From an optimization exercise on the open Yosys and OpenROAD flow, aimed at small area, a short achievable clock period and few clock cycles; shortcuts taken in it are not production practice.
Function was not checked in any run shown here: the RTL went through the layout flow alone.
No activity file was given, so power comes from the tool's default toggle rates.

File: design/flow/design.v
`timescale 1ns / 1ps
module full_reciprocal(
input logic clk,
input logic rst,  
input logic start,
output logic ready,
input logic [15:0] input0,
output logic [23:0] output0  
);
localparam int FL = 15;           
localparam int XW = FL - 1;       
localparam int KMAX = 1 << (20 - FL);
logic          busy;   
logic          first;  
logic [15:0]   x;      
logic [XW:0]   p;      
logic [19:0]   q;      
logic [19:0]   res;    
assign output0 = {4'b0, res};
logic fast;
assign fast = |x[15:FL-1];
logic [KMAX+1:8] t;    
always_comb begin
	for (int k = 8; k <= KMAX; k++) t[k] = ({4'b0, x} <= 20'(524288 / k));
	t[KMAX+1] = 1'b0;
end
logic [19:0] fq;
always_comb begin
	fq = '0;
	for (int k = 8; k <= KMAX; k++)
		if (t[k] & ~t[k+1]) fq = fq | 20'(k);
end
logic [XW-1:0] xs;     
logic [XW-1:0] msk;    
logic [XW-1:0] msb;    
assign xs = x[XW-1:0];
always_comb begin
	msk[XW-1] = xs[XW-1];
	for (int i = XW-2; i >= 0; i--) msk[i] = msk[i+1] | xs[i];
	msb = xs & ~(msk >> 1);
end
logic [XW-1:0] r1;
assign r1 = (-xs) & msk;
logic [XW+1:0] diff;
logic          qb;
logic [XW-1:0] r;
assign diff = {1'b0, p} - {2'b0, xs};
assign qb   = ~diff[XW+1];
assign r    = qb ? diff[XW-1:0] : p[XW-1:0];
logic        pow2;
logic [19:0] xrev;
always_ff @(posedge clk) pow2 <= (xs & (xs - 1'b1)) == '0;
always_comb begin
	xrev = '0;
	for (int i = 0; i < XW; i++) xrev[19-i] = xs[i];
end
logic fdone, sdone;
assign fdone = first & fast;
assign sdone = busy & ~first & q[19];
always_ff @(posedge clk) begin
	if (!busy)
		x <= input0;
	if (first) begin
		p <= {r1, 1'b0};
		q <= {{(18-XW){1'b0}}, msb, 2'b01};
	end else begin
		p <= {r, 1'b0};
		q <= {q[18:0], qb};
	end
	if (!rst) begin
		if (sdone)
			res <= pow2 ? xrev : {q[18:0], qb};
		else if (fdone)
			res <= fq;
	end
	if (rst) begin
		busy  <= 1'b0;
		first <= 1'b0;
		ready <= 1'b0;
	end else begin
		busy  <= busy ? ~(fdone | sdone) : start;
		first <= ~busy & start;
		ready <= fdone | sdone;
	end
end
endmodule
File: design/flow/run.sh
#!/bin/bash
# synth_recipe.tcl (not shown) runs the flow's synth.tcl, then flattens the netlist and writes it again
# the make line also repeats each setting of config.mk as NAME=value (left out here)
make -C /OpenROAD-flow-scripts/flow DESIGN_CONFIG=/design/flow/config.mk WORK_HOME=/design/flow/orfs CLKGATE_MAP_FILE= SYNTH_SCRIPT=/design/flow/synth_recipe.tcl finish
File: design/flow/config.mk
export PLATFORM = sky130hd
export DESIGN_NAME = full_reciprocal
export DESIGN_NICKNAME = full_reciprocal
export VERILOG_FILES = /design/flow/design.v
export SDC_FILE = /design/flow/constraint.sdc
export NUM_CORES = 4
export LEC_CHECK = 0
export CAP_MARGIN = 20
export CORE_MARGIN = 2
export CORE_UTILIZATION = 40
export SETUP_SLACK_MARGIN = 5
export SLEW_MARGIN = 20
File: design/flow/constraint.sdc
create_clock -name core_clock -period 8.0 [get_ports {clk}]
set_input_delay 1.6000 -clock core_clock [delete_from_list [all_inputs] [get_ports {clk}]]
set_output_delay 1.6000 -clock core_clock [all_outputs]
set_load 0.01 [all_outputs]
==> results of run 1 <==
worst register-to-register path, delay by kind of cell, from the launching register on:
kind                   cells  cell delay (ps)
and+or+nand+nor            2             1080
AOI/OAI and AO/OA          4             1000
buffers and inverters      1              240
DFF                        1              350
worst max-delay path by stage:
stage	from	end	slack (ps)
after floorplan	x[1]	res[0]	5270
after global placement	x[5]	p[2]	4520
after detailed placement	x[5]	p[2]	4530
after CTS	first	res[4]	5020
after global routing	x[9]	res[0]	4990
final	x[9]	res[0]	5070
power by group through the flow:
stage	Clock [W]	Combinational, W	Sequential [W]
2_1_floorplan	0	0.000486	0.000511
3_3_place_gp	0	0.000609	0.000524
3_5_place_dp	0	0.000618	0.000525
4_1_cts	0.000427	0.000633	0.000513
5_1_grt	0.000443	0.000725	0.000521
6_report	0.000421	0.000660	0.000513
metal layers:
metal / vias up / track usage [%]
li1: 2502 / -
met1: 2528 / 36.8
met2: 297 / 39.6
met3: 73 / 6.44
met4: 0 / 13.5
met5: - / 0
flip-flops by register name (all words and copies together) (netlist names):
| register | flops |
|---|---|
| first | 1 |
| p | 14 |
| ready | 1 |
| res | 20 |
| x | 16 |
| pow2 | 1 |
| busy | 1 |
| q | 20 |
final cells by class:
class	instances	area [um^2]	share of cell area, %
well taps	176	220	3.47
multi-input cells	493	3280	51.6
clock inverters	7	76.3	1.20
flip-flops and latches	74	1840	29.0
repair buffers	60	583	9.18
inverters	33	128	2.01
clock buffers	9	225	3.55
placed cells by master, fill, tap and decap left out, types with 4 or more instances in the layout:
cell             Yosys  layout
or3_1                4       4
clkdlybuf4s50_1      0      39
xnor2_1              8       8
nor2b_1             12      12
a211oi_1            10      10
nand3_1             27      26
clkbuf_16            0       9
a31o_2               4       4
a21o_1               4       4
and3_1               7       7
a2111oi_0            6       6
inv_1               30      29
a21oi_1             38      37
o2bb2ai_1            5       5
nand2b_1             6       6
o21a_1               8       8
nand2_1             49      49
nand4_1             14      14
o211ai_1             8       8
mux2i_1             18      18
edfxtp_1            36      36
nor2_1              52      52
conb_1               1       4
or4_1                5       5
nor3_1              28      27
a31oi_1             15      15
nor4_1              12      12
o21ai_0             34      34
o31ai_1             10      10
nor4b_1              4       4
ha_1                17      16
buf_6                3       4
buf_4               10      15
o21ai_1              4       4
o311ai_0             5       5
and2_1               5       5
dfxtp_1             38      38
logic make-up (layout without fill, tap and decap cells):
group,Yosys count,in the layout,share of synthesized area (%)
simple gates,259,259,26.6
compound gates,181,181,22.5
buf+inv,88,109,7.69
flops,74,74,33.5
mux,20,20,3.69
fa+ha+maj,18,18,4.23
xor+xnor,11,11,1.75
other cells,1,4,0.0682
cells in the mapped netlist, types with 13 or more instances:
cell      instances  area, um^2
buf_2            25         125
a21oi_1          38         190
nand3_1          27         135
clkbuf_1         13        48.8
inv_1            30         113
a31oi_1          15        93.8
nor3_1           28         140
o21ai_0          34         170
nand4_1          14        87.6
dfxtp_1          38         761
mux2i_1          18         180
nand2_1          49         184
nor2_1           52         195
ha_1             17         213
edfxtp_1         36        1080
per-stage QoR:
stage                     setup slack, ps  power (W)  hold WS [ps]
final                                5070    0.00159           456
after global routing                 4990    0.00169           476
after CTS                            5020    0.00157           459
after detailed placement             4530    0.00114           450
after global placement               4520    0.00113           445
after floorplan                      5270   0.000996           428
timing repair:
| action | 4_1_cts | 5_1_grt |
|---|---|---|
| pin swaps | 0 | 1 |
| endpoints found under the setup margin | 39 | 27 |
| setup buffers | 3 | 4 |
| endpoints found under the hold margin | 0 | 0 |
| gates resized for setup | 3 | 11 |
==> results.json, run 1 <==
{
  "status": "finished clean",
  "hold_violations": 0,
  "fin_cells": 852,
  "maxClockFrequency_mhz": 341,
  "areaGrowthSynthToFinish_pct": 15.5,
  "crit_family": "simple AND/OR/NAND/NOR gates",
  "p_comb_share_pct": 41.4,
  "antenna_found_initial": 0,
  "dr_total_vias": 5400,
  "dr_wl_met2_mm": 8.36,
  "worst_slew_pin_slew_ps": 958,
  "finalNetCount": 708,
  "intPower_w": 0.000990,
  "dpl_cell_area_mm2": 0.00593,
  "p_sw_share_pct": 37.9,
  "wirelength_mm": 19.0,
  "p_sw_w": 0.000604,
  "tritoncts": "done",
  "fp.coreArea_mm2": 0.0133,
  "rrSetupSlack_ps": 5070,
  "r2r_cells": 7,
  "cts_made_buffers": 9,
  "placed_cells": 829,
  "crit_fanout": 26,
  "ys_seq_elements": 74,
  "die-area_mm2": 0.0147,
  "detail-route-antenna-nets": 0,
  "cts_max_path_buffers": 2,
  "start_util_pct": 41.2,
  "yosys_warnings": 1,
  "row_count": 42,
  "ys_seq_area_share_pct": 33.5,
  "synth_ff_type": "dfxtp_1",
  "antennaDiodeCount": 0,
  "rsz0062_at_grt": "false",
  "start_kind": "register",
  "hold_depth": 2,
  "cts.sinks": 74,
  "hold_path_end": "q[10]",
  "grt_pass1_wl_mm": 30.5,
  "finalInstanceArea_mm2": 0.00635,
  "worst_path_largest_cell_delay_ps": 740,
  "detail_route.iter0.violations": 590,
  "pwr-share-seq_pct": 32.2,
  "required_ps": 8110,
  "drv_cap": 0,
  "ctsHtreeMaxLevel": 3,
  "crit_path_top_delay_cell": "nor3_1",
  "routed.top_layer": "met4",
  "place_hpwl_mm": 13.0,
  "crit_cells": 7,
  "worstHoldPathType": "reg2reg",
  "clk_latency_ps": 360,
  "async_flop_share_pct": 0,
  "finalSetupViolCount": 0,
  "crit_path_end_kind": "register",
  "cts_root_buffer": "clkbuf_16",
  "worstHoldStart": "q[9]",
  "grt_pass1_vias": 5371,
  "slew-limit-headroom_pct": 36.1,
  "syn_area_per_cell_um2": 8.44,
  "setup_tns_ps": 0,
  "dr.pass1.iters": 6,
  "grt-ovfl-total": 0,
  "drive_gt1_share_pct": 10.2,
  "gp_congestion": 0.977,
  "arrival_ps": 3040,
  "wl_met3_mm": 1.60,
  "finalCritPeriodShare_pct": 36.6,
  "finClkSkew_ps": 11.1,
  "fp.dieH_um": 121,
  "utilization_pct": 47.6,
  "timing.rr.end": "res[0]",
  "synth_area_mm2": 0.00550,
  "path_class": "reg2reg",
  "power.leakage_nw": 2.17,
  "grt_max_degree": 47,
  "power_density_mw_per_mm2": 251,
  "synth.distinct_cells": 83,
  "drc": 0,
  "synth_edf_count": 36,
  "track_usage_pct": 27.0,
  "hold_buffers": 0,
  "syn_inst": 652,
  "ios": 44,
  "period_needed_ps": 2930,
  "reg2reg_from": "x[9]",
  "viasPerCell": 6.34,
  "wl_per_cell_um": 22.3,
  "worstPathCellList": "buf_4 > nor3_1 > and4_1 > a41oi_1 > a22oi_1 > o2111ai_1 > o32a_1",
  "fp.dieW_um": 121,
  "clk_pin_slew_ps": 70,
  "crit_buf_inv": 1,
  "peakVddDrop_v": 0.000119,
  "clkPwrFrac_pct": 26.4,
  "io_buffers": 39,
  "drv_slew": 0,
  "wirelength_met1_mm": 8.16,
  "fill_cells": 1335
}
==> inputs of run 2 (changes only) <==
--- a/design/flow/design.v
+++ b/design/flow/design.v
@@ -8,5 +8,5 @@
 output logic [23:0] output0  
 );
-localparam int FL = 15;           
+localparam int FL = 16;           
 localparam int XW = FL - 1;       
 localparam int KMAX = 1 << (20 - FL);
==> results.json, run 2 <==
{
  "status": "finished clean",
  "synth_area_mm2": 0.00462,
  "final_cell_mix": "nor2_1, nand2_1, dfxtp_1, clkdlybuf4s50_1, edfxtp_1",
  "hold_buffers": 0,
  "crit_family": "compound AO/OA/AOI/OAI gates",
  "synth_top_cell_by_area": "edfxtp_1",
  "rsz0062_at_grt": "false",
  "antennaDiodeCount": 0,
  "fp.dieW_um": 111,
  "fin_ws_ps": 5150,
  "intPower_w": 0.00104,
  "power_density_mw_per_mm2": 300,
  "crit_buf_inv": 2,
  "hold_violations": 0,
  "fp.coreArea_mm2": 0.0113,
  "row_count": 39,
  "track_usage_pct": 19.7,
  "synth.distinct_cells": 79,
  "crit_path_top_delay_cell": "edfxtp_1",
  "crit_start": "x[8]",
  "place_hpwl_mm": 8.52,
  "yosys_warnings": 1,
  "placed_cells": 650,
  "period_needed_ps": 2850,
  "ctsHtreeMaxLevel": 3,
  "tritoncts": "done",
  "clk_pin_slew_ps": 60,
  "async_flop_share_pct": 0,
  "cts_max_path_buffers": 2,
  "drv_cap": 0,
  "drc": 0,
  "pwr-share-seq_pct": 33.1,
  "ys_seq_elements": 75,
  "detail-route-antenna-nets": 0,
  "start_kind": "register",
  "synth_edf_count": 36,
  "fp.dieH_um": 111,
  "peakVddDrop_v": 0.000161,
  "finalCritPeriodShare_pct": 35.6,
  "drv_slew": 0,
  "drive_gt1_share_pct": 11.3,
  "clk_latency_ps": 340,
  "dr_total_vias": 3924,
  "wl_per_cell_um": 17.5,
  "ys_seq_area_share_pct": 40.3,
  "arrival_ps": 2920,
  "finalNetCount": 575,
  "viasPerCell": 5.73,
  "cts.sinks": 75,
  "io_buffers": 39,
  "grt-ovfl-total": 0,
  "wirelength_mm": 12.0,
  "fin_cells": 685,
  "detail_route.iter0.violations": 372,
  "die-area_mm2": 0.0124,
  "finalSetupViolCount": 0,
  "antenna_found_initial": 0,
  "dr.pass1.iters": 5,
  "gp_congestion": 0.920,
  "worstHoldStart": "q[13]",
  "reg.largest.list": "q: 20 flops, res: 20 flops, x: 16 flops",
  "synth_ff_type": "dfxtp_1",
  "cts_made_buffers": 9,
  "dp_slack_ps": 4530,
  "final_common_cell": "nor2_1",
  "clkPwrFrac_pct": 25.1,
  "yosysMostFrequentCell": "nor2_1",
  "hold-worst-slack_ps": 455,
  "p_comb_share_pct": 41.8,
  "worst_slew_pin_slew_ps": 905,
  "areaGrowthSynthToFinish_pct": 18.0,
  "grt_max_degree": 37,
  "cts_root_buffer": "clkbuf_16",
  "worstHoldPathType": "reg2reg",
  "reg2reg_from": "x[8]",
  "syn_area_per_cell_um2": 9.25,
  "maxClockFrequency_mhz": 351,
  "synth_area_leaders": "edfxtp_1, dfxtp_1, mux2i_1",
  "syn_inst": 499,
  "p_sw_w": 0.000601,
  "grt_pass1_wl_mm": 19.7,
  "power.leakage_nw": 1.93,
  "finClkSkew_ps": 14.2,
  "setup_tns_ps": 0,
  "synth_commonest_cells": "nor2_1, dfxtp_1, nand2_1, edfxtp_1, a21oi_1",
  "fill_cells": 1084,
  "path_class": "reg2reg",
  "start_util_pct": 40.8,
  "ios": 44,
  "grt_pass1_vias": 3799,
  "slew-limit-headroom_pct": 39.6,
  "crit_fanout": 13,
  "p_sw_share_pct": 36.7,
  "yosys.area.top_type_share_pct": 23.4,
  "worst_path_largest_cell_delay_ps": 670,
  "required_ps": 8080,
  "finalInstanceArea_mm2": 0.00545,
  "worstPathCellList": "inv_1 > ha_1 > a21oi_2 > o21ai_1 > a2111oi_4 > o21ai_4 > buf_4 > a21oi_1 > a31oi_1",
  "dpl_cell_area_mm2": 0.00496,
  "crit_path_end_kind": "register"
}
## run 2: logic make-up after synthesis
logic type | after synthesis | share of synthesized area (%)
buf+inv | 65 | 7.86
mux | 25 | 5.53
flops | 75 | 40.3
fa+ha+maj | 19 | 5.31
other cells | 1 | 0.0812
simple gates | 166 | 18.0
compound gates | 138 | 21.0
xor+xnor | 10 | 1.90
## run 2: timing repair
action	CTS	global route
setup endpoints to repair	28	37
buffers inserted	4	15
pin swaps	1	0
gates resized for setup	2	1
## run 2: path summary, 6_finish.rpt
path              slack [ps]      to  depth (start not counted)
setup / recovery        5150  res[0]                          9
hold / removal           450   q[14]                          2
setup reg to reg        5150  res[0]                          9
hold reg to reg          450   q[14]                          2
## run 2: worst min-delay path: stages (launching register included)
cell     delay, ps
dfxtp_1        310
inv_1           40
o21ai_0         60
## run 2: power by group through the flow
stage	logic (W)	clock network, W	registers (W)
floorplan	0.000525	0	0.000519
global placement	0.000616	0	0.000553
detailed placement	0.000627	0	0.000553
CTS	0.000664	0.000416	0.000546
global route	0.000755	0.000432	0.000548
finish	0.000684	0.000410	0.000542
## run 2: routing by layer
layer | routed length (um) | vias up | global-route usage, %
li1 | - | 1901 | -
met1 | 5520 | 1844 | 26.4
met2 | 5270 | 156 | 30.4
met3 | 925 | 23 | 5.33
met4 | 243 | 0 | 7.57
met5 | 0 | - | 0
## run 2: cell type report
cell class / instances / area, um^2 / area share (%)
Clock buffer: 9 / 225 / 4.14
Clock inverter: 7 / 75.1 / 1.38
Inverter: 29 / 113 / 2.07
Multi-Input combinational cell: 362 / 2420 / 44.4
Sequential cell: 75 / 1860 / 34.2
Tap cell: 143 / 179 / 3.29
Timing Repair Buffer: 60 / 573 / 10.5
## run 2: through the flow
stage / total power, W / util (%)
floorplan: 0.00104 / -
global placement: 0.00117 / 43.8
detailed placement: 0.00118 / 43.8
CTS: 0.00163 / 47.0
global route: 0.00174 / 48.1
finish: 0.00164 / 48.1
==> inputs of run 3 (changes only) <==
--- a/design/flow/design.v
+++ b/design/flow/design.v
@@ -31,15 +31,17 @@
 		if (t[k] & ~t[k+1]) fq = fq | 20'(k);
 end
-logic [XW-1:0] xs;     
+logic [XW-1:0] xi;     
 logic [XW-1:0] msk;    
 logic [XW-1:0] msb;    
+logic [XW-1:0] r1;
+logic [XW-1:0] xs;     
+assign xi = input0[XW-1:0];
 assign xs = x[XW-1:0];
 always_comb begin
-	msk[XW-1] = xs[XW-1];
-	for (int i = XW-2; i >= 0; i--) msk[i] = msk[i+1] | xs[i];
-	msb = xs & ~(msk >> 1);
+	msk[XW-1] = xi[XW-1];
+	for (int i = XW-2; i >= 0; i--) msk[i] = msk[i+1] | xi[i];
+	msb = xi & ~(msk >> 1);
 end
-logic [XW-1:0] r1;
-assign r1 = (-xs) & msk;
+assign r1 = (-xi) & msk;
 logic [XW+1:0] diff;
 logic          qb;
@@ -57,9 +59,8 @@
 logic fdone, sdone;
 assign fdone = first & fast;
-assign sdone = busy & ~first & q[19];
+assign sdone = busy & q[19];
 always_ff @(posedge clk) begin
-	if (!busy)
+	if (!busy) begin
 		x <= input0;
-	if (first) begin
 		p <= {r1, 1'b0};
 		q <= {{(18-XW){1'b0}}, msb, 2'b01};
==> design/flow/flow/run.sh (new file) <==
#!/bin/bash
set -euo pipefail
MARGIN=$(cat flow/margin.txt)
bash standard.sh SETUP_SLACK_MARGIN=$MARGIN finish > standard_flow.log 2>&1
==> design/flow/flow/margin.txt (new file) <==
5.5
==> design/flow/standard.sh (new file) <==
#!/bin/bash
# synth_recipe.tcl (not shown) runs the flow's synth.tcl, then flattens the netlist and writes it again
# the make line also repeats each setting of config.mk as NAME=value (left out here)
make -C /OpenROAD-flow-scripts/flow DESIGN_CONFIG=/design/flow/config.mk WORK_HOME=/design/flow/orfs CLKGATE_MAP_FILE= SYNTH_SCRIPT=/design/flow/synth_recipe.tcl "${@:-finish}"
--- a/design/flow/config.mk
+++ b/design/flow/config.mk
@@ -9,4 +9,3 @@
 export CORE_MARGIN = 2
 export CORE_UTILIZATION = 40
-export SETUP_SLACK_MARGIN = 5
 export SLEW_MARGIN = 20
removed: design/flow/run.sh
==> results.json, run 3 <==
{
  "drv_cap": 0,
  "syn_inst": 510,
  "dr.pass1.iters": 4,
  "clk_pin_slew_ps": 60,
  "rsz0062_at_grt": "true",
  "finalNetCount": 626,
  "row_count": 38,
  "wl_met3_um": 874,
  "p_sw_share_pct": 32.6,
  "clk_latency_ps": 340,
  "yosys.area.top_type_share_pct": 23.7,
  "grt_pass1_vias": 4124,
  "start_util_pct": 41.5,
  "antennaDiodeCount": 0,
  "ys_seq_area_share_pct": 40.8,
  "crit_fanout": 5,
  "synth_area_mm2": 0.00456,
  "worst_slew_pin_slew_ps": 904,
  "start_kind": "primary input",
  "wl_per_cell_um": 18.9,
  "reg.largest.list": "q: 20 flops, res: 20 flops, x: 16 flops",
  "grt-ovfl-total": 0,
  "finalCritPeriodShare_pct": 37.5,
  "viasPerCell": 5.96,
  "cts_made_buffers": 9,
  "tritoncts": "done",
  "multi_input_area_mm2": 0.00279,
  "yosys_warnings": 1,
  "synth.distinct_cells": 77,
  "gp_congestion": 0.947,
  "path_class": "in2reg",
  "syn_area_per_cell_um2": 8.94,
  "fill_cells": 977,
  "final_common_cell": "buf_4",
  "finClkSkew_ps": 7.07,
  "cts_root_buffer": "clkbuf_16",
  "antenna_found_initial": 0,
  "wirelength_met1_mm": 6.01,
  "hold-worst-slack_ps": 459,
  "fp.dieW_um": 111,
  "finalInstanceArea_mm2": 0.00610,
  "regArea_mm2": 0.00186,
  "synth_area_leaders": "edfxtp_1, dfxtp_1, nand2_1",
  "ios": 44,
  "grt_pass1_wl_mm": 22.1,
  "finalSetupViolCount": 0,
  "dp_slack_ps": 4030,
  "ctsHtreeMaxLevel": 3,
  "die-area_mm2": 0.0123,
  "track_usage_pct": 22.2,
  "fin_ws_ps": 5000,
  "intPower_w": 0.000875,
  "clkPwrFrac_pct": 33.9,
  "drc": 0,
  "required_ps": 8220,
  "synth_top_cell_by_area": "edfxtp_1",
  "hold_violations": 0,
  "arrival_ps": 3220,
  "power.leakage_nw": 2.31,
  "detail-route-antenna-nets": 0,
  "wirelength_mm": 13.9,
  "routed.top_layer": "met4",
  "cts_max_path_buffers": 2,
  "synth_commonest_cells": "nand2_1, nor2_1, dfxtp_1, edfxtp_1, o21ai_0",
  "crit_path_end_kind": "register",
  "fp.coreArea_mm2": 0.0110,
  "place_hpwl_mm": 9.18,
  "dpl_cell_area_mm2": 0.00509,
  "async_flop_share_pct": 0,
  "worst_path_largest_cell_delay_ps": 400,
  "detail_route.iter0.violations": 343,
  "p_comb_share_pct": 30.9,
  "utilization_pct": 55.5,
  "setup_tns_ps": 0,
  "hold_buffers": 0,
  "synth_edf_count": 36,
  "cts.sinks": 75,
  "worstHoldPathType": "reg2reg",
  "p_sw_w": 0.000424,
  "ys_seq_elements": 75,
  "worstPathCellList": "buf_8 > or3_4 > nor4b_4 > buf_6 > and3_4 > or3_1 > a21oi_1 > a311o_1",
  "areaGrowthSynthToFinish_pct": 33.8,
  "status": "finished clean",
  "maxClockFrequency_mhz": 333,
  "yosysMostFrequentCell": "nand2_1",
  "fp.dieH_um": 111,
  "synth_ff_type": "dfxtp_1",
  "final_cell_mix": "buf_4, nand2_1, dfxtp_1, nor2_1, edfxtp_1",
  "grt_max_degree": 64,
  "crit_path_top_delay_cell": "or3_4",
  "peakVddDrop_v": 0.000102,
  "power_density_mw_per_mm2": 213,
  "drive_gt1_share_pct": 29.0,
  "drv_slew": 0,
  "period_needed_ps": 3000,
  "pwr-share-seq_pct": 35.2,
  "slew-limit-headroom_pct": 39.6,
  "dr_total_vias": 4390,
  "dr_wl_met2_mm": 6.74,
  "io_buffers": 39
}
[run 3: changes by cell type after synthesis, sizes merged, moves of 6 or more]
| cell | previous run | this run |
|---|---|---|
| nor4 | 6 | 13 |
| mux2i | 24 | 16 |
| nand3 | 24 | 15 |
| nand2 | 39 | 54 |
| a311oi | 1 | 11 |
| a21oi | 34 | 22 |
| a211oi | 4 | 12 |
| and3 | 1 | 8 |
| nor2 | 49 | 43 |
[run 3: worst paths after layout]
check | depth (start not counted) | end | slack, ps | startpoint
worst max-delay path | 8 | p[3] | 5000 | input0[14]
worst min-delay path | 2 | q[12] | 460 | q[11]
worst max register to register | 9 | p[4] | 5490 | x[5]
worst min register to register | 2 | q[12] | 460 | q[11]
[run 3: cell type report]
cell class / instances / share of cell area, %
Tap cell: 140 / 2.87
Sequential cell: 75 / 30.5
Timing Repair Buffer: 102 / 13.8
Clock inverter: 7 / 1.64
Clock buffer: 9 / 3.69
Inverter: 26 / 1.60
Multi-Input combinational cell: 377 / 45.8
[run 3: repair_timing]
item                                   CTS  global route
gates resized for setup                207            36
pin swaps                               22            21
endpoints found under the hold margin    0             0
setup buffers                           38            23
setup endpoints to repair               69            45
cloned                                   1             0
[run 3: cell families (layout without fill, tap and decap cells)]
group           Yosys count  in the layout  share of synthesized area, %
compound gates          132            133                          20.6
xor+xnor                 11             11                          2.11
fa+ha+maj                16             16                          4.56
buf+inv                  62            144                          5.68
flops                    75             75                          40.8
mux                      18             18                          4.01
other cells               1              4                        0.0822
simple gates            195            195                          22.1
[run 3: routing by layer]
metal / track usage, % / up-vias
li1: - / 2076
met1: 29.7 / 2081
met2: 35.5 / 202
met3: 5.03 / 31
met4: 7.33 / 0
met5: 0 / -
[run 3: critical path: cells and delay by family]
family	cells	cell delay, ps
buffers and inverters	2	270
AND/OR/NAND/NOR	4	1000
AO/OA/AOI/OAI	2	340
[run 3: stage by stage]
stage          power (W)  cells
2_1_floorplan   0.000709    513
3_3_place_gp    0.000792    658
3_5_place_dp    0.000797    658
4_1_cts          0.00127    713
5_1_grt          0.00136    736
6_report         0.00130    736
[run 3: power by group through the flow]
stage          logic, W  registers, W  clock network (W)
3_5_place_dp   0.000316      0.000481                  0
4_1_cts        0.000363      0.000461           0.000445
2_1_floorplan  0.000252      0.000456                  0
5_1_grt        0.000438      0.000459           0.000466
6_report       0.000401      0.000457           0.000441
3_3_place_gp   0.000311      0.000481                  0
==> inputs of run 4 (changes only) <==
--- a/design/flow/design.v
+++ b/design/flow/design.v
@@ -8,5 +8,5 @@
 output logic [23:0] output0  
 );
-localparam int FL = 16;           
+localparam int FL = 15;           
 localparam int XW = FL - 1;       
 localparam int KMAX = 1 << (20 - FL);
@@ -31,17 +31,17 @@
 		if (t[k] & ~t[k+1]) fq = fq | 20'(k);
 end
-logic [XW-1:0] xi;     
+logic [XW-1:0] xs;     
+logic [XW-1:0] y;
 logic [XW-1:0] msk;    
 logic [XW-1:0] msb;    
+assign xs = x[XW-1:0];
+assign y  = xs - 1'b1;
+always_comb begin
+	msk[XW-1] = y[XW-1];
+	for (int i = XW-2; i >= 0; i--) msk[i] = msk[i+1] | y[i];
+	msb = y & ~(msk >> 1);
+end
 logic [XW-1:0] r1;
-logic [XW-1:0] xs;     
-assign xi = input0[XW-1:0];
-assign xs = x[XW-1:0];
-always_comb begin
-	msk[XW-1] = xi[XW-1];
-	for (int i = XW-2; i >= 0; i--) msk[i] = msk[i+1] | xi[i];
-	msb = xi & ~(msk >> 1);
-end
-assign r1 = (-xi) & msk;
+assign r1 = ~y & msk;
 logic [XW+1:0] diff;
 logic          qb;
@@ -50,19 +50,13 @@
 assign qb   = ~diff[XW+1];
 assign r    = qb ? diff[XW-1:0] : p[XW-1:0];
-logic        pow2;
-logic [19:0] xrev;
-always_ff @(posedge clk) pow2 <= (xs & (xs - 1'b1)) == '0;
-always_comb begin
-	xrev = '0;
-	for (int i = 0; i < XW; i++) xrev[19-i] = xs[i];
-end
 logic fdone, sdone;
 assign fdone = first & fast;
-assign sdone = busy & q[19];
+assign sdone = busy & ~first & q[19];
 always_ff @(posedge clk) begin
-	if (!busy) begin
+	if (!busy)
 		x <= input0;
+	if (first) begin
 		p <= {r1, 1'b0};
-		q <= {{(18-XW){1'b0}}, msb, 2'b01};
+		q <= {{(18-XW){1'b0}}, msb, ~msk[0], 1'b1};
 	end else begin
 		p <= {r, 1'b0};
@@ -71,5 +65,5 @@
 	if (!rst) begin
 		if (sdone)
-			res <= pow2 ? xrev : {q[18:0], qb};
+			res <= {q[18:0], qb};
 		else if (fdone)
 			res <= fq;
==> design/flow/flow/margin.txt (replaced) <==
5.8
==> results.json, run 4 <==
{
  "status": "finished clean",
  "peakVddDrop_v": 0.000147,
  "path_class": "reg2reg",
  "synth_commonest_cells": "nor2_1, nand2_1, dfxtp_1, edfxtp_1, clkbuf_1",
  "async_flop_share_pct": 0,
  "wirelength_mm": 20.9,
  "power_density_mw_per_mm2": 246,
  "cts_made_buffers": 9,
  "clk_latency_ps": 340,
  "cts_root_buffer": "clkbuf_16",
  "start_kind": "register",
  "ys_seq_elements": 73,
  "fp.coreArea_mm2": 0.0126,
  "tritoncts": "done",
  "grt-ovfl-total": 0,
  "drv_cap": 0,
  "synth_edf_count": 36,
  "fp.dieH_um": 118,
  "row_count": 41,
  "finalCritPeriodShare_pct": 34.2,
  "yosysMostFrequentCell": "nor2_1",
  "gp_congestion": 0.954,
  "grt_pass1_vias": 5420,
  "reg.largest.list": "q: 20 flops, res: 20 flops, x: 16 flops",
  "cts.sinks": 73,
  "crit_fanout": 5,
  "dr.pass1.iters": 5,
  "worstPathCellList": "buf_6 > nor3_4 > nand4_1 > a21o_1 > nor4_4 > nand4_4 > o311a_1 > a211o_1",
  "areaGrowthSynthToFinish_pct": 45.5,
  "synth.distinct_cells": 83,
  "drc": 0,
  "worst_path_largest_cell_delay_ps": 530,
  "arrival_ps": 2970,
  "dr_total_vias": 5768,
  "io_buffers": 39,
  "utilization_pct": 59.5,
  "cts_max_path_buffers": 2,
  "syn_inst": 610,
  "antenna_found_initial": 0,
  "track_usage_pct": 29.3,
  "yosys.area.top_type_share_pct": 21.0,
  "crit_path_end_kind": "register",
  "slew-limit-headroom_pct": 49.2,
  "detail_route.iter0.violations": 709,
  "viasPerCell": 6.45,
  "synth_area_mm2": 0.00516,
  "synth_area_leaders": "edfxtp_1, dfxtp_1, ha_1",
  "worst_slew_pin_slew_ps": 756,
  "detail-route-antenna-nets": 0,
  "worstHoldPathType": "reg2reg",
  "hold_violations": 0,
  "synth_ff_type": "dfxtp_1",
  "setup_tns_ps": 0,
  "start_util_pct": 40.9,
  "grt_pass1_wl_mm": 31.5,
  "ys_seq_area_share_pct": 35.3,
  "period_needed_ps": 2740,
  "drive_gt1_share_pct": 36.7,
  "required_ps": 8240,
  "synth_top_cell_by_area": "edfxtp_1",
  "syn_area_per_cell_um2": 8.46,
  "final_common_cell": "buf_4",
  "crit_path_top_delay_cell": "edfxtp_1",
  "hold-worst-slack_ps": 470,
  "hold_buffers": 0,
  "clk_pin_slew_ps": 60,
  "grt_max_degree": 42,
  "ctsHtreeMaxLevel": 3,
  "wl_per_cell_um": 23.4,
  "finalSetupViolCount": 0,
  "maxClockFrequency_mhz": 366,
  "place_hpwl_mm": 12.9,
  "crit_buf_inv": 1,
  "die-area_mm2": 0.0138,
  "ios": 44,
  "yosys_warnings": 1,
  "placed_cells": 784,
  "antennaDiodeCount": 0,
  "crit_family": "simple AND/OR/NAND/NOR gates",
  "drv_slew": 0,
  "rsz0062_at_grt": "true",
  "finClkSkew_ps": 6.20,
  "finalNetCount": 754,
  "fp.dieW_um": 118,
  "final_cell_mix": "buf_4, nand2_1, nor2_1, dfxtp_1, edfxtp_1",
  "power.leakage_nw": 2.72,
  "fin_cells": 894
}
## run 4: cell count changes after synthesis, sizes merged, moves of 7 or more
| cell | previous run | this run |
|---|---|---|
| mux2i | 16 | 3 |
| nor2b | 5 | 16 |
| a311oi | 11 | 3 |
| nor2 | 43 | 54 |
| and2 | 6 | 13 |
| o31ai | 1 | 8 |
| clkbuf | 24 | 32 |
| nand4 | 5 | 17 |
## run 4: per-layer routing
layer,track usage (%),part of all wire [%],vias up
met5,0,0,-
met4,14.2,5.3,0
met3,6.40,11,114
met2,45.7,44,411
met1,38.6,39,2718
li1,-,-,2525
## run 4: power by group
part           internal, W  total [W]  switching, W
Clock             0.000242   0.000411      0.000169
Combinational     0.000412   0.000907      0.000495
Sequential        0.000471   0.000527     0.0000558
## run 4: through the flow
step	total power [W]	worst slack, ps	cell area, um^2
global placement	0.00118	4630	5730
finish	0.00184	5260	7500
global route	0.00194	5210	7500
detailed placement	0.00119	4660	5730
CTS	0.00174	5350	7060
floorplan	0.00104	5340	5360
## run 4: timing repair
action                                  in CTS  in global routing
pin swaps                                   27                 28
gates resized for setup                    194                 57
endpoints found under the setup margin      76                 67
gates cloned                                 3                  1
setup buffers                               70                 20
## run 4: worst register-to-register path: cells and delay by family, from the launching register on
kind                   cells  cell delay, ps
AOI/OAI and AO/OA          3             800
buffers and inverters      1             200
DFF                        1             530
and+or+nand+nor            4            1110
## run 4: logic make-up after synthesis
| group | share of synthesized area [%] |
|---|---|
| xor gates and xnor gates | 2.89 |
| muxes | 0.582 |
| and+or+nand+nor | 27.6 |
| buffers and inverters | 5.87 |
| AOI/OAI and AO/OA | 23.2 |
| DFF | 35.3 |
| other | 0.0727 |
| adders and majority gates | 4.51 |
## run 4: final timing paths
kind / from / depth (start not counted) / end / slack (ps)
worst max-delay path: x[0] / 8 / p[4] / 5260
worst min-delay path: q[16] / 1 / q[17] / 470
worst min register to register: q[16] / 1 / q[17] / 470
worst max register to register: x[0] / 8 / p[4] / 5260
## run 4: area by class of cell
cell class | instances | area [um^2]
inverter | 27 | 130
sequential | 73 | 1820
clock buffer | 10 | 229
tap | 172 | 215
multi-input combinational | 470 | 3870
timing repair inverter | 1 | 5.00
clock inverter | 6 | 65.1
fill | 1122 | 5110
timing repair buffer | 135 | 1160
==> inputs of run 5 (changes only) <==
==> design/flow/flow/margin.txt (replaced) <==
5.5
==> results.json, run 5 <==
{
  "ios": 44,
  "syn_area_per_cell_um2": 8.46,
  "p_comb_share_pct": 48.7,
  "wirelength_mm": 20.2,
  "antenna_found_initial": 0,
  "final_cell_mix": "buf_4, nand2_1, nor2_1, dfxtp_1, edfxtp_1",
  "pwr-share-seq_pct": 29.2,
  "crit_path_end_kind": "register",
  "worst_slew_pin_slew_ps": 733,
  "detail-route-antenna-nets": 0,
  "p_sw_share_pct": 38.2,
  "synth.distinct_cells": 83,
  "synth_ff_type": "dfxtp_1",
  "io_buffers": 39,
  "period_needed_ps": 2770,
  "arrival_ps": 2990,
  "clk_latency_ps": 340,
  "cts_root_buffer": "clkbuf_16",
  "areaGrowthSynthToFinish_pct": 39.5,
  "antennaDiodeCount": 0,
  "maxClockFrequency_mhz": 361,
  "grt_pass1_wl_mm": 31.1,
  "status": "finished clean",
  "row_count": 41,
  "synth_area_mm2": 0.00516,
  "synth_edf_count": 36,
  "cts_made_buffers": 9,
  "power.leakage_nw": 2.66,
  "finalSetupViolCount": 0,
  "path_class": "reg2reg",
  "drc": 0,
  "clkPwrFrac_pct": 22.2,
  "ctsHtreeMaxLevel": 3,
  "synth_commonest_cells": "nor2_1, nand2_1, dfxtp_1, edfxtp_1, clkbuf_1",
  "syn_inst": 610,
  "viasPerCell": 6.26,
  "yosys_warnings": 1,
  "final_common_cell": "buf_4",
  "die-area_mm2": 0.0138,
  "drv_cap": 0,
  "track_usage_pct": 28.7,
  "power_density_mw_per_mm2": 246,
  "reg.largest.list": "q: 20 flops, res: 20 flops, x: 16 flops",
  "start_kind": "register",
  "hold-worst-slack_ps": 470,
  "finClkSkew_ps": 10.5,
  "dr_total_vias": 5594,
  "fp.dieW_um": 118,
  "fin_ws_ps": 5230,
  "clk_pin_slew_ps": 60,
  "ys_seq_elements": 73,
  "yosys.area.top_type_share_pct": 21.0,
  "worstHoldPathType": "reg2reg",
  "wl_per_cell_um": 22.6,
  "slew-limit-headroom_pct": 51.1,
  "peakVddDrop_v": 0.000109,
  "grt-ovfl-total": 0,
  "grt_pass1_vias": 5423,
  "p_sw_w": 0.000678,
  "yosysMostFrequentCell": "nor2_1",
  "gp_congestion": 0.943,
  "synth_area_leaders": "edfxtp_1, dfxtp_1, ha_1",
  "intPower_w": 0.00109,
  "finalNetCount": 753,
  "drive_gt1_share_pct": 32.3,
  "fp.dieH_um": 118,
  "required_ps": 8220,
  "place_hpwl_mm": 12.4,
  "async_flop_share_pct": 0,
  "rsz0062_at_grt": "true",
  "crit_fanout": 5,
  "dr.pass1.iters": 8,
  "grt_max_degree": 42,
  "cts.sinks": 73,
  "dp_slack_ps": 4580,
  "power_w": 0.00177,
  "start_util_pct": 40.9,
  "finalCritPeriodShare_pct": 34.6,
  "tritoncts": "done",
  "detail_route.iter0.violations": 716,
  "setup_tns_ps": 0,
  "fp.coreArea_mm2": 0.0126,
  "cts_max_path_buffers": 2,
  "drv_slew": 0,
  "synth_top_cell_by_area": "edfxtp_1",
  "ys_seq_area_share_pct": 35.3,
  "hold_violations": 0
}
==> run 5: cell types whose count changed in the layout (fill, tap and decap cells not counted), moves of 3 or more <==
cell | previous run | this run
ha_1 | 3 | 12
a31oi_1 | 7 | 10
a21oi_1 | 18 | 24
a21oi_2 | 8 | 2
ha_4 | 11 | 4
nand2_2 | 3 | 0
buf_6 | 15 | 10
nand2_1 | 50 | 53
buf_4 | 72 | 81
==> run 5: worst paths after layout <==
check | start | to | slack (ps) | cells after the start
max | x[6] | p[2] | 5230 | 9
max reg2reg | x[6] | p[2] | 5230 | 9
min | q[16] | q[17] | 470 | 1
min reg2reg | q[16] | q[17] | 470 | 1
==> run 5: cells by family after synthesis <==
kind of cell    count (synthesis)  share of synthesized area (%)
simple gates                  258                           27.6
compound gates                167                           23.2
flops                          73                           35.3
buf+inv                        73                           5.87
fa+ha+maj                      18                           4.51
xor+xnor                       17                           2.89
mux                             3                          0.582
other cells                     1                         0.0727
==> run 5: area by class of cell <==
class	count	area, um^2
fillers	1180	5430
multi-input cells	468	3610
flip-flops and latches	73	1820
repair buffers	136	1130
clock buffers	11	254
well taps	172	215
inverters	27	123
clock inverters	5	37.5
repair inverters	1	5.00
==> run 5: power groups by stage <==
| stage | logic [W] | registers (W) | clock network (W) |
|---|---|---|---|
| 4_1_cts | 0.000769 | 0.000515 | 0.000396 |
| 6_report | 0.000862 | 0.000517 | 0.000393 |
| 2_1_floorplan | 0.000503 | 0.000512 | 0 |
| 3_5_place_dp | 0.000609 | 0.000557 | 0 |
| 5_1_grt | 0.000929 | 0.000524 | 0.000415 |
| 3_3_place_gp | 0.000600 | 0.000559 | 0 |
==> run 5: routing by layer <==
layer	vias up	global-route usage, %	routed length (um)	share of wire, %
met2	354	44.4	9100	45
met5	-	0	0	0
met1	2659	38.2	8400	42
met3	58	7.03	1950	9.7
li1	2523	-	-	-
met4	0	12.7	751	3.7
==> run 5: what timing repair did <==
action,in CTS,in global routing
setup endpoints to repair,74,38
cloned,2,0
pin swaps,15,21
gates resized for setup,162,38
setup buffers,79,15
hold buffers,0,0
==> run 5: worst max-delay path, cell delays in order (launching register included) <==
cell and delay [ps]:
edfxtp_1 460, buf_4 210, nor4_4 400, nand4_1 210
xnor2_2 260, nor4_4 360, buf_4 220, nand2_1 110
a32oi_2 280, o21ai_0 130
==> run 5: metrics by stage <==
step	area, um^2	utilization (%)	cells
CTS	6890	54.6	878
global route	7190	57.0	893
global placement	5680	45.0	781
finish	7190	57.0	893
detailed placement	5680	45.0	781
floorplan	5310	-	613
==> inputs of run 6 (changes only) <==
--- a/design/flow/design.v
+++ b/design/flow/design.v
@@ -8,5 +8,5 @@
 output logic [23:0] output0  
 );
-localparam int FL = 15;           
+localparam int FL = 16;           
 localparam int XW = FL - 1;       
 localparam int KMAX = 1 << (20 - FL);
@@ -35,10 +35,15 @@
 logic [XW-1:0] msk;    
 logic [XW-1:0] msb;    
+logic [XW:0]   hi;     
+logic [XW-1:0] lo;     
 assign xs = x[XW-1:0];
 assign y  = xs - 1'b1;
 always_comb begin
-	msk[XW-1] = y[XW-1];
-	for (int i = XW-2; i >= 0; i--) msk[i] = msk[i+1] | y[i];
-	msb = y & ~(msk >> 1);
+	hi[XW] = 1'b0;
+	for (int i = XW-1; i >= 0; i--) hi[i] = hi[i+1] | xs[i];
+	lo[0] = 1'b0;
+	for (int i = 1; i < XW; i++) lo[i] = lo[i-1] | xs[i-1];
+	for (int i = 0; i < XW; i++) msk[i] = hi[i+1] | (xs[i] & lo[i]);
+	msb = msk & ~(msk >> 1);
 end
 logic [XW-1:0] r1;
==> results.json, run 6 <==
{
  "syn_inst": 541,
  "synth_area_mm2": 0.00464,
  "hold_path_end": "q[18]",
  "detail_route.iter0.violations": 631,
  "ys_seq_area_share_pct": 39.7,
  "wl_per_cell_um": 19.5,
  "place_hpwl_mm": 9.73,
  "hold_violations": 0,
  "required_ps": 8040,
  "io_buffers": 39,
  "r2r_cells": 6,
  "cts_root_buffer": "clkbuf_16",
  "fill_cells": 1084,
  "synth_ff_type": "dfxtp_1",
  "arrival_ps": 2570,
  "yosys_warnings": 1,
  "ios": 44,
  "peakVddDrop_v": 0.000167,
  "fp.dieH_um": 112,
  "synth_area_leaders": "edfxtp_1, dfxtp_1, ha_1",
  "viasPerCell": 6.08,
  "detail-route-antenna-nets": 0,
  "slew-limit-headroom_pct": 53.2,
  "drv_cap": 0,
  "synth_top_cell_by_area": "edfxtp_1",
  "fin_ws_ps": 5470,
  "power_w": 0.00169,
  "wirelength_mm": 14.8,
  "finClkSkew_ps": 9.66,
  "cts_made_buffers": 9,
  "path_class": "reg2reg",
  "syn_area_per_cell_um2": 8.58,
  "yosys.area.top_type_share_pct": 23.3,
  "cts_max_path_buffers": 2,
  "drive_gt1_share_pct": 21.8,
  "power_density_mw_per_mm2": 288,
  "setup_tns_ps": 0,
  "die-area_mm2": 0.0125,
  "drc": 0,
  "status": "finished clean",
  "period_needed_ps": 2530,
  "synth.distinct_cells": 68,
  "antenna_found_initial": 0,
  "dr.pass1.iters": 6,
  "crit_path_end_kind": "register",
  "hold_depth": 1,
  "finalNetCount": 649,
  "final_cell_mix": "nand2_1, nor2_1, buf_4, dfxtp_1, edfxtp_1",
  "worstHoldPathType": "reg2reg",
  "ys_seq_elements": 74,
  "crit_fanout": 6,
  "rrSetupSlack_ps": 5470,
  "start_kind": "register",
  "track_usage_pct": 23.6,
  "cts.sinks": 74,
  "drv_slew": 0,
  "fp.dieW_um": 112,
  "final_common_cell": "nand2_1",
  "ctsHtreeMaxLevel": 3,
  "worst_slew_pin_slew_ps": 695,
  "reg2reg_from": "x[11]",
  "finalCritPeriodShare_pct": 31.6,
  "power.leakage_nw": 2.26,
  "grt_pass1_wl_mm": 23.2,
  "timing.rr.end": "res[0]",
  "grt_pass1_vias": 4268,
  "row_count": 39,
  "maxClockFrequency_mhz": 395,
  "synth_commonest_cells": "nand2_1, nor2_1, dfxtp_1, edfxtp_1, inv_1",
  "grt_max_degree": 52,
  "fp.coreArea_mm2": 0.0114,
  "reg.largest.list": "q: 20 flops, res: 20 flops, x: 16 flops",
  "antennaDiodeCount": 0,
  "worstHoldStart": "q[17]",
  "synth_edf_count": 36,
  "rsz0062_at_grt": "true",
  "tritoncts": "done",
  "async_flop_share_pct": 0,
  "dp_slack_ps": 4860,
  "gp_congestion": 0.957,
  "grt-ovfl-total": 0,
  "areaGrowthSynthToFinish_pct": 26.6,
  "start_util_pct": 40.8,
  "clk_pin_slew_ps": 60,
  "finalSetupViolCount": 0,
  "dr_total_vias": 4611,
  "clk_latency_ps": 330
}
==> run 6: cell type report <==
type | instances | area, um^2 | area share (%)
flip-flops and latches | 74 | 1840 | 31.3
repair buffers | 90 | 696 | 11.8
clock buffers | 10 | 229 | 3.89
inverters | 31 | 116 | 1.98
multi-input cells | 405 | 2750 | 46.8
well taps | 143 | 179 | 3.04
clock inverters | 6 | 66.3 | 1.13
==> run 6: logic make-up after synthesis <==
group,Yosys count,synth area share [%]
simple gates,223,24.7
compound gates,143,21.4
flops,74,39.7
buf+inv,66,5.82
fa+ha+maj,19,5.28
xor+xnor,10,1.89
mux,5,1.16
other cells,1,0.0808
==> run 6: what timing repair did <==
action,CTS,global route
cloned,1,0
setup buffers,33,16
endpoints found under the setup margin,65,42
hold buffers,0,0
pin swaps,6,16
resized for setup,106,27
endpoints found under the hold margin,0,0
==> run 6: per-stage QoR <==
stage	utilization [%]	instance area, um^2	std cells	hold slack, ps
after global placement	44.9	5100	693	445
after global routing	51.7	5880	759	483
after floorplan	-	4680	544	420
final	51.7	5880	759	466
after CTS	49.9	5670	743	465
after detailed placement	44.9	5100	693	453
==> run 6: worst max path at each step <==
stage | startpoint | end | slack [ps]
5_1_grt | x[0] | res[0] | 5410
2_1_floorplan | x[1] | p[9] | 5520
3_3_place_gp | x[2] | p[9] | 5000
3_5_place_dp | x[2] | p[9] | 4860
4_1_cts | x[0] | res[0] | 5420
6_report | x[11] | res[0] | 5470
==> run 6: report_power, final <==
part           switching [W]  internal [W]  total [W]
sequential         0.0000514      0.000478   0.000530
clock               0.000161      0.000243   0.000403
combinational       0.000422      0.000337   0.000759
==> run 6: routing by layer <==
layer	global-route usage [%]	share of wire, %
met4	10.7	4.6
met5	0	0
met2	36.3	45
met3	5.28	9.3
met1	31.9	41
==> run 6: critical path, cell delays in order (launching register included) <==
cell and delay (ps):
edfxtp_1 520, or4_4 650, or3_4 430, o21ai_4 220
o22ai_1 110, a41oi_1 190, a31oi_1 130
==> inputs of run 7 (changes only) <==
--- a/design/flow/design.v
+++ b/design/flow/design.v
@@ -8,5 +8,5 @@
 output logic [23:0] output0  
 );
-localparam int FL = 16;           
+localparam int FL = 15;           
 localparam int XW = FL - 1;       
 localparam int KMAX = 1 << (20 - FL);
@@ -58,7 +58,11 @@
 assign fdone = first & fast;
 assign sdone = busy & ~first & q[19];
+logic        res_en;
+logic [19:0] res_new;
+assign res_en  = ~rst & (sdone | fdone);
+assign res_new = sdone ? {q[18:0], qb} : fq;
 always_ff @(posedge clk) begin
-	if (!busy)
-		x <= input0;
+	x   <= (input0 & {16{~busy}}) | (x & {16{busy}});
+	res <= (res_new & {20{res_en}}) | (res & {20{~res_en}});
 	if (first) begin
 		p <= {r1, 1'b0};
@@ -67,10 +71,4 @@
 		p <= {r, 1'b0};
 		q <= {q[18:0], qb};
-	end
-	if (!rst) begin
-		if (sdone)
-			res <= {q[18:0], qb};
-		else if (fdone)
-			res <= fq;
 	end
 	if (rst) begin
==> results.json, run 7 <==
{
  "status": "finished clean",
  "io_buffers": 39,
  "finClkSkew_ps": 8.74,
  "muxShareOfSynthArea_pct": 2.70,
  "viasPerCell": 6.27,
  "required_ps": 8100,
  "synth_top_cell_by_area": "edfxtp_1",
  "fin_ws_ps": 5240,
  "start_kind": "register",
  "worst_slew_pin_slew_ps": 926,
  "track_usage_pct": 28.4,
  "clk_latency_ps": 350,
  "drv_slew": 0,
  "synth_fa_ha_area_share_pct": 4.64,
  "detail_route.iter0.violations": 872,
  "maxClockFrequency_mhz": 363,
  "detail-route-antenna-nets": 0,
  "final_common_cell": "buf_4",
  "place_hpwl_mm": 12.8,
  "grt_pass1_wl_mm": 30.9,
  "row_count": 42,
  "tritoncts": "done",
  "synth.distinct_cells": 83,
  "synth_xor_area_share_pct": 2.15,
  "rsz0062_at_grt": "true",
  "setup_tns_ps": 0,
  "final_cell_mix": "buf_4, nor2_1, nand2_1, edfxtp_1, dfxtp_1",
  "ios": 44,
  "fp.dieH_um": 119,
  "drc": 0,
  "cts_max_path_buffers": 2,
  "hold_violations": 0,
  "ys_seq_elements": 73,
  "slew-limit-headroom_pct": 37.6,
  "dr.pass1.iters": 8,
  "dp_slack_ps": 4470,
  "finalSetupViolCount": 0,
  "antenna_found_initial": 1,
  "synth_compound_area_share_pct": 24.8,
  "worstHoldStart": "q[9]",
  "power_density_mw_per_mm2": 247,
  "start_util_pct": 40.4,
  "ctsHtreeMaxLevel": 3,
  "wl_per_cell_um": 22.3,
  "power.leakage_nw": 2.72,
  "finalCritPeriodShare_pct": 34.5,
  "crit_path_end_kind": "register",
  "grt_max_degree": 61,
  "syn_area_per_cell_um2": 8.42,
  "fp.dieW_um": 119,
  "path_class": "reg2reg",
  "peakVddDrop_v": 0.000142,
  "cts_root_buffer": "clkbuf_16",
  "clk_pin_slew_ps": 60,
  "yosys_warnings": 1,
  "drv_cap": 0,
  "synth_commonest_cells": "nor2_1, nand2_1, dfxtp_1, a21oi_1, edfxtp_1",
  "yosysMostFrequentCell": "nor2_1",
  "antennaDiodeCount": 0,
  "synth_ff_type": "dfxtp_1",
  "synth_top_family_by_area": "compound AO/OA/AOI/OAI gates",
  "arrival_ps": 2850,
  "async_flop_share_pct": 0,
  "areaGrowthSynthToFinish_pct": 37.9,
  "ys_seq_area_share_pct": 34.5,
  "grt-ovfl-total": 0,
  "synth_area_leaders": "edfxtp_1, dfxtp_1, ha_1",
  "yosys.area_share.simple_pct": 24.5,
  "wirelength_mm": 20.3,
  "fp.coreArea_mm2": 0.0131,
  "dr_total_vias": 5715,
  "synth_edf_count": 36,
  "fill_cells": 1197,
  "die-area_mm2": 0.0142,
  "syn_inst": 628,
  "hold_buffers": 0,
  "cts_made_buffers": 9,
  "cts.sinks": 73,
  "gp_congestion": 0.987,
  "drive_gt1_share_pct": 30.7,
  "worstHoldPathType": "reg2reg",
  "period_needed_ps": 2760,
  "finalNetCount": 768,
  "synth_area_mm2": 0.00529,
  "yosys.area.top_type_share_pct": 20.4,
  "crit_fanout": 8,
  "grt_pass1_vias": 5376
}
==> run 7: cell count changes in the layout (fill, tap and decap cells not counted), sizes merged, moves of 7 or more <==
cell and change:
mux2i +10, nand2 -7, or3 -10, o21ai +16, a21oi +8, buf +43
==> run 7: layout make-up <==
type	instances	area (um^2)	area share, %
Multi-Input combinational cell	475	3630	49.9
Sequential cell	73	1820	25.0
Timing Repair Buffer	134	1160	15.9
Clock buffer	11	254	3.48
Tap cell	176	220	3.02
Inverter	37	159	2.18
Clock inverter	5	37.5	0.515
==> run 7: metrics by stage <==
step	cells	instance area [um^2]	hold WS, ps	utilization [%]	power, W
floorplan	631	5360	428	-	0.00104
global placement	805	5780	441	44.2	0.00118
detailed placement	805	5780	443	44.2	0.00119
CTS	888	6850	451	52.4	0.00172
global route	911	7290	467	55.7	0.00190
finish	911	7290	451	55.7	0.00180
==> run 7: worst max-delay path, stage by stage (launching register included) <==
cell and delay, ps:
edfxtp_1 480, buf_12 200, buf_4 150, nor4_4 410, o31ai_1 130, a31oi_1 190, a21oi_2 70, a21boi_0 150
a2111o_1 430, o32a_1 290
==> run 7: cells by family after synthesis <==
family,after synthesis
AO/OA/AOI/OAI,183
AND/OR/NAND/NOR,241
buffers and inverters,84
adder cells (fa/ha/maj),19
flip-flops,73
multiplexers,14
XOR/XNOR,13
other,1
==> run 7: per-layer routing <==
layer / up-vias / part of all wire (%) / global-route usage [%]
met5: - / 0 / 0
met2: 369 / 45 / 44.9
met3: 85 / 10 / 7.33
li1: 2564 / - / -
met4: 0 / 4.0 / 12.0
met1: 2697 / 41 / 36.7
==> run 7: power by group <==
group | total (W) | internal (W) | switching [W]
combinational | 0.000886 | 0.000419 | 0.000467
sequential | 0.000518 | 0.000470 | 0.0000477
clock | 0.000396 | 0.000230 | 0.000166
total | 0.00180 | 0.00112 | 0.000681
==> run 7: path summary, 6_finish.rpt <==
kind / cells after the start / slack [ps] / end
worst max-delay path: 9 / 5240 / register
worst min-delay path: 2 / 450 / q[10]
worst max register to register: 9 / 5240 / register
worst min register to register: 2 / 450 / q[10]
==> run 7: timing repair <==
action,in CTS,in global routing
setup endpoints to repair,70,33
gates resized for setup,148,55
buffers inserted,63,23
hold endpoints to repair,0,0
gates cloned,4,0
pin swaps,17,18
==> inputs of run 8 (changes only) <==
--- a/design/flow/design.v
+++ b/design/flow/design.v
@@ -8,5 +8,5 @@
 output logic [23:0] output0  
 );
-localparam int FL = 15;           
+localparam int FL = 16;           
 localparam int XW = FL - 1;       
 localparam int KMAX = 1 << (20 - FL);
@@ -49,20 +49,24 @@
 logic [XW-1:0] r1;
 assign r1 = ~y & msk;
-logic [XW+1:0] diff;
-logic          qb;
+logic [XW+1:0] d2p;
+logic [XW+2:0] d1, d2, d3;
+logic [1:0]    qd;
 logic [XW-1:0] r;
-assign diff = {1'b0, p} - {2'b0, xs};
-assign qb   = ~diff[XW+1];
-assign r    = qb ? diff[XW-1:0] : p[XW-1:0];
+assign d2p = {p, 1'b0};
+assign d1  = {1'b0, d2p} - {3'b0, xs};
+assign d2  = {1'b0, d2p} - {2'b0, xs, 1'b0};
+assign d3  = {1'b0, d2p} - {3'b0, xs} - {2'b0, xs, 1'b0};
+always_comb begin
+	if (!d3[XW+2])      begin qd = 2'd3; r = d3[XW-1:0]; end
+	else if (!d2[XW+2]) begin qd = 2'd2; r = d2[XW-1:0]; end
+	else if (!d1[XW+2]) begin qd = 2'd1; r = d1[XW-1:0]; end
+	else                begin qd = 2'd0; r = d2p[XW-1:0]; end
+end
 logic fdone, sdone;
 assign fdone = first & fast;
-assign sdone = busy & ~first & q[19];
-logic        res_en;
-logic [19:0] res_new;
-assign res_en  = ~rst & (sdone | fdone);
-assign res_new = sdone ? {q[18:0], qb} : fq;
+assign sdone = busy & ~first & (q[19] | q[18]);
 always_ff @(posedge clk) begin
-	x   <= (input0 & {16{~busy}}) | (x & {16{busy}});
-	res <= (res_new & {20{res_en}}) | (res & {20{~res_en}});
+	if (!busy)
+		x <= input0;
 	if (first) begin
 		p <= {r1, 1'b0};
@@ -70,5 +74,11 @@
 	end else begin
 		p <= {r, 1'b0};
-		q <= {q[18:0], qb};
+		q <= {q[17:0], qd};
+	end
+	if (!rst) begin
+		if (sdone)
+			res <= q[19] ? {q[18:0], qd[1]} : {q[17:0], qd};
+		else if (fdone)
+			res <= fq;
 	end
 	if (rst) begin
==> results.json, run 8 <==
{
  "drv_slew": 0,
  "status": "finished clean",
  "power.leakage_nw": 3.02,
  "finalInstanceArea_mm2": 0.00775,
  "wirelength_mm": 18.8,
  "fill_cells": 1322,
  "setup_tns_ps": 0,
  "detail-route-antenna-nets": 0,
  "peakVddDrop_v": 0.000198,
  "fp.dieH_um": 127,
  "yosys.area.top_type_share_pct": 18.0,
  "synth_area_leaders": "edfxtp_1, dfxtp_1, ha_1",
  "crit_fanout": 4,
  "viasPerCell": 5.98,
  "cts_made_buffers": 9,
  "synth_area_mm2": 0.00602,
  "antennaDiodeCount": 0,
  "synth_top_cell_by_area": "edfxtp_1",
  "crit_family": "compound AO/OA/AOI/OAI gates",
  "reg.largest.list": "q: 20 flops, res: 20 flops, x: 16 flops",
  "worst_path_largest_cell_delay_ps": 430,
  "power_density_mw_per_mm2": 504,
  "utilization_pct": 53.1,
  "synth_edf_count": 36,
  "async_flop_share_pct": 0,
  "worstHoldPathType": "reg2reg",
  "fp.coreArea_mm2": 0.0146,
  "rsz0062_at_grt": "true",
  "crit_path_end_kind": "register",
  "place_hpwl_mm": 13.1,
  "gp_congestion": 0.981,
  "cts.sinks": 74,
  "ctsHtreeMaxLevel": 3,
  "required_ps": 8100,
  "clk_pin_slew_ps": 60,
  "finClkSkew_ps": 9.29,
  "yosysMostFrequentCell": "nor2_1",
  "worst_slew_pin_slew_ps": 977,
  "path_class": "reg2reg",
  "syn_area_per_cell_um2": 8.73,
  "grt_max_degree": 46,
  "dpl_cell_area_mm2": 0.00663,
  "wl_per_cell_um": 19.7,
  "drc": 0,
  "period_needed_ps": 4040,
  "row_count": 44,
  "worstPathCellList": "inv_2 > ha_4 > a211o_4 > a2111oi_4 > or3_4 > a21oi_2 > o31a_1 > ha_4 > nor3_4 > nand2_2 > a21oi_4 > o31ai_4 > buf_6 > a21oi_4 > o21ba_4 > nand2_2 > o31a_1",
  "yosys_warnings": 1,
  "multi_input_area_mm2": 0.00449,
  "clk_latency_ps": 350,
  "final_common_cell": "nor2_1",
  "finalNetCount": 832,
  "start_util_pct": 41.2,
  "tritoncts": "done",
  "track_usage_pct": 23.4,
  "detail_route.iter0.violations": 450,
  "drv_cap": 0,
  "io_buffers": 39,
  "finalSetupViolCount": 0,
  "synth_ff_type": "dfxtp_1",
  "syn_inst": 689,
  "dr_total_vias": 5695,
  "grt-ovfl-total": 0,
  "ys_seq_area_share_pct": 30.6,
  "finalCritPeriodShare_pct": 50.4,
  "start_kind": "register",
  "power_w": 0.00391,
  "hold_violations": 0,
  "cts_max_path_buffers": 2,
  "hold_buffers": 0,
  "antenna_found_initial": 0,
  "fp.dieW_um": 127,
  "die-area_mm2": 0.0160,
  "synth_commonest_cells": "nor2_1, ha_1, nand2_1, a21oi_1, o21ai_0",
  "arrival_ps": 4130,
  "ios": 44,
  "dr.pass1.iters": 5,
  "final_cell_mix": "nor2_1, buf_4, nand2_1, dfxtp_1, edfxtp_1",
  "crit_buf_inv": 2,
  "cts_root_buffer": "clkbuf_16",
  "grt_pass1_vias": 5616,
  "grt_pass1_wl_mm": 29.7,
  "maxClockFrequency_mhz": 248,
  "crit_path_top_delay_cell": "edfxtp_1",
  "areaGrowthSynthToFinish_pct": 28.8,
  "ys_seq_elements": 74,
  "synth.distinct_cells": 76,
  "regArea_mm2": 0.00184,
  "drive_gt1_share_pct": 25.4,
  "slew-limit-headroom_pct": 34.9
}
## run 8: changes by cell type after synthesis, moves of 10 or more
cell     previous run  this run
and2_1             11         1
ha_1               18        47
mux2i_1            12        35
nor2_1             56        69
o21ai_0            27        41
xnor2_1            10        35
## run 8: where the power goes
part           switching [W]  total, W  leakage (nW)  internal [W]
sequential         0.0000903  0.000595         0.668      0.000505
clock               0.000160  0.000450         0.163      0.000290
combinational        0.00154   0.00286          2.19       0.00132
total                0.00179   0.00391          3.02       0.00212
## run 8: final cells by class
class | instances | share of cell area, %
multi-input combinational | 555 | 58.0
clock inverter | 4 | 0.952
inverter | 31 | 1.71
tap | 184 | 2.97
clock buffer | 12 | 3.31
sequential | 74 | 23.8
timing repair buffer | 93 | 9.35
## run 8: worst paths after layout
path | startpoint | slack (ps) | depth (start not counted) | end
worst min register to register | q[8] | 470 | 2 | q[10]
worst min-delay path | q[8] | 470 | 2 | q[10]
worst max-delay path | x[2] | 3960 | 17 | res[1]
worst max register to register | x[2] | 3960 | 17 | res[1]
## run 8: metal layers
metal / GRT usage, % / share of wire, % / vias to the layer above
li1: - / - / 2726
met1: 30.9 / 44 / 2717
met2: 37.7 / 46 / 210
met3: 5.61 / 6.4 / 42
met4: 8.08 / 2.8 / 0
met5: 0 / 0 / -
## run 8: repair_timing
| item | in CTS | in global routing |
|---|---|---|
| pin swaps | 17 | 36 |
| gates resized for setup | 125 | 64 |
| setup endpoints to repair | 71 | 50 |
| setup buffers | 28 | 22 |
| cloned | 2 | 0 |
## run 8: kinds of logic after synthesis
| group | synth area share, % |
|---|---|
| flops | 30.6 |
| compound gates | 25.9 |
| xor+xnor | 5.97 |
| mux | 6.20 |
| buf+inv | 4.64 |
| simple gates | 16.2 |
| other cells | 0.0623 |
| fa+ha+maj | 10.4 |
## run 8: worst reg2reg max path, stage by stage, from the launching register on
cell and delay (ps):
edfxtp_1 430, inv_2 110, ha_4 210, a211o_4 360, a2111oi_4 420, or3_4 230
a21oi_2 50, o31a_1 320, ha_4 190, nor3_4 210, nand2_2 90, a21oi_4 170
o31ai_4 100, buf_6 140, a21oi_4 210, o21ba_4 230, nand2_2 70, o31a_1 260
## run 8: stage by stage
step	hold slack, ps	setup slack, ps	instances
floorplan	442	4020	692
global placement	462	3440	885
detailed placement	466	3340	885
CTS	474	3970	931
global route	501	3830	953
finish	468	3960	953

==> re-timing with driven ports <==
The results above use ideal ports. As a check the final layouts listed here were re-extracted and re-timed, cells and wires unchanged. Step 1 assumes that a clkbuf_16 drives the clock port and a buf_2 every other input. Step 2 times the ports against the registers' clock, not the clock port: input delays grow and output delays shrink by t, the midpoint of the rising clock arrivals with the driver on. a / b / c = no drivers / after step 1 / after step 2; a / b = the first two.
run | t (ns) | setup slack, ns | cell pins on the clock port's net
run 1 | 0.395 | 5.069 / 5.069 / 4.986 | 1
run 2 | 0.376 | 5.153 / 5.153 / 5.010 | 1
run 3 | 0.367 | 4.996 / 4.984 / 4.617 | 1
run 4 | 0.382 | 5.264 / 5.264 / 5.264 | 1
run 5 | 0.384 | 5.232 / 5.232 / 5.184 | 1
run 6 | 0.363 | 5.470 / 5.470 / 5.470 | 1
run 7 | 0.392 | 5.243 / 5.243 / 5.243 | 1
run 8 | 0.385 | 3.965 / 3.965 / 3.965 | 1
After both steps every run listed still meets setup and hold. The setup slack of run 3, which loses most, moves by -0.012 ns with the drivers and by -0.379 ns with both steps.
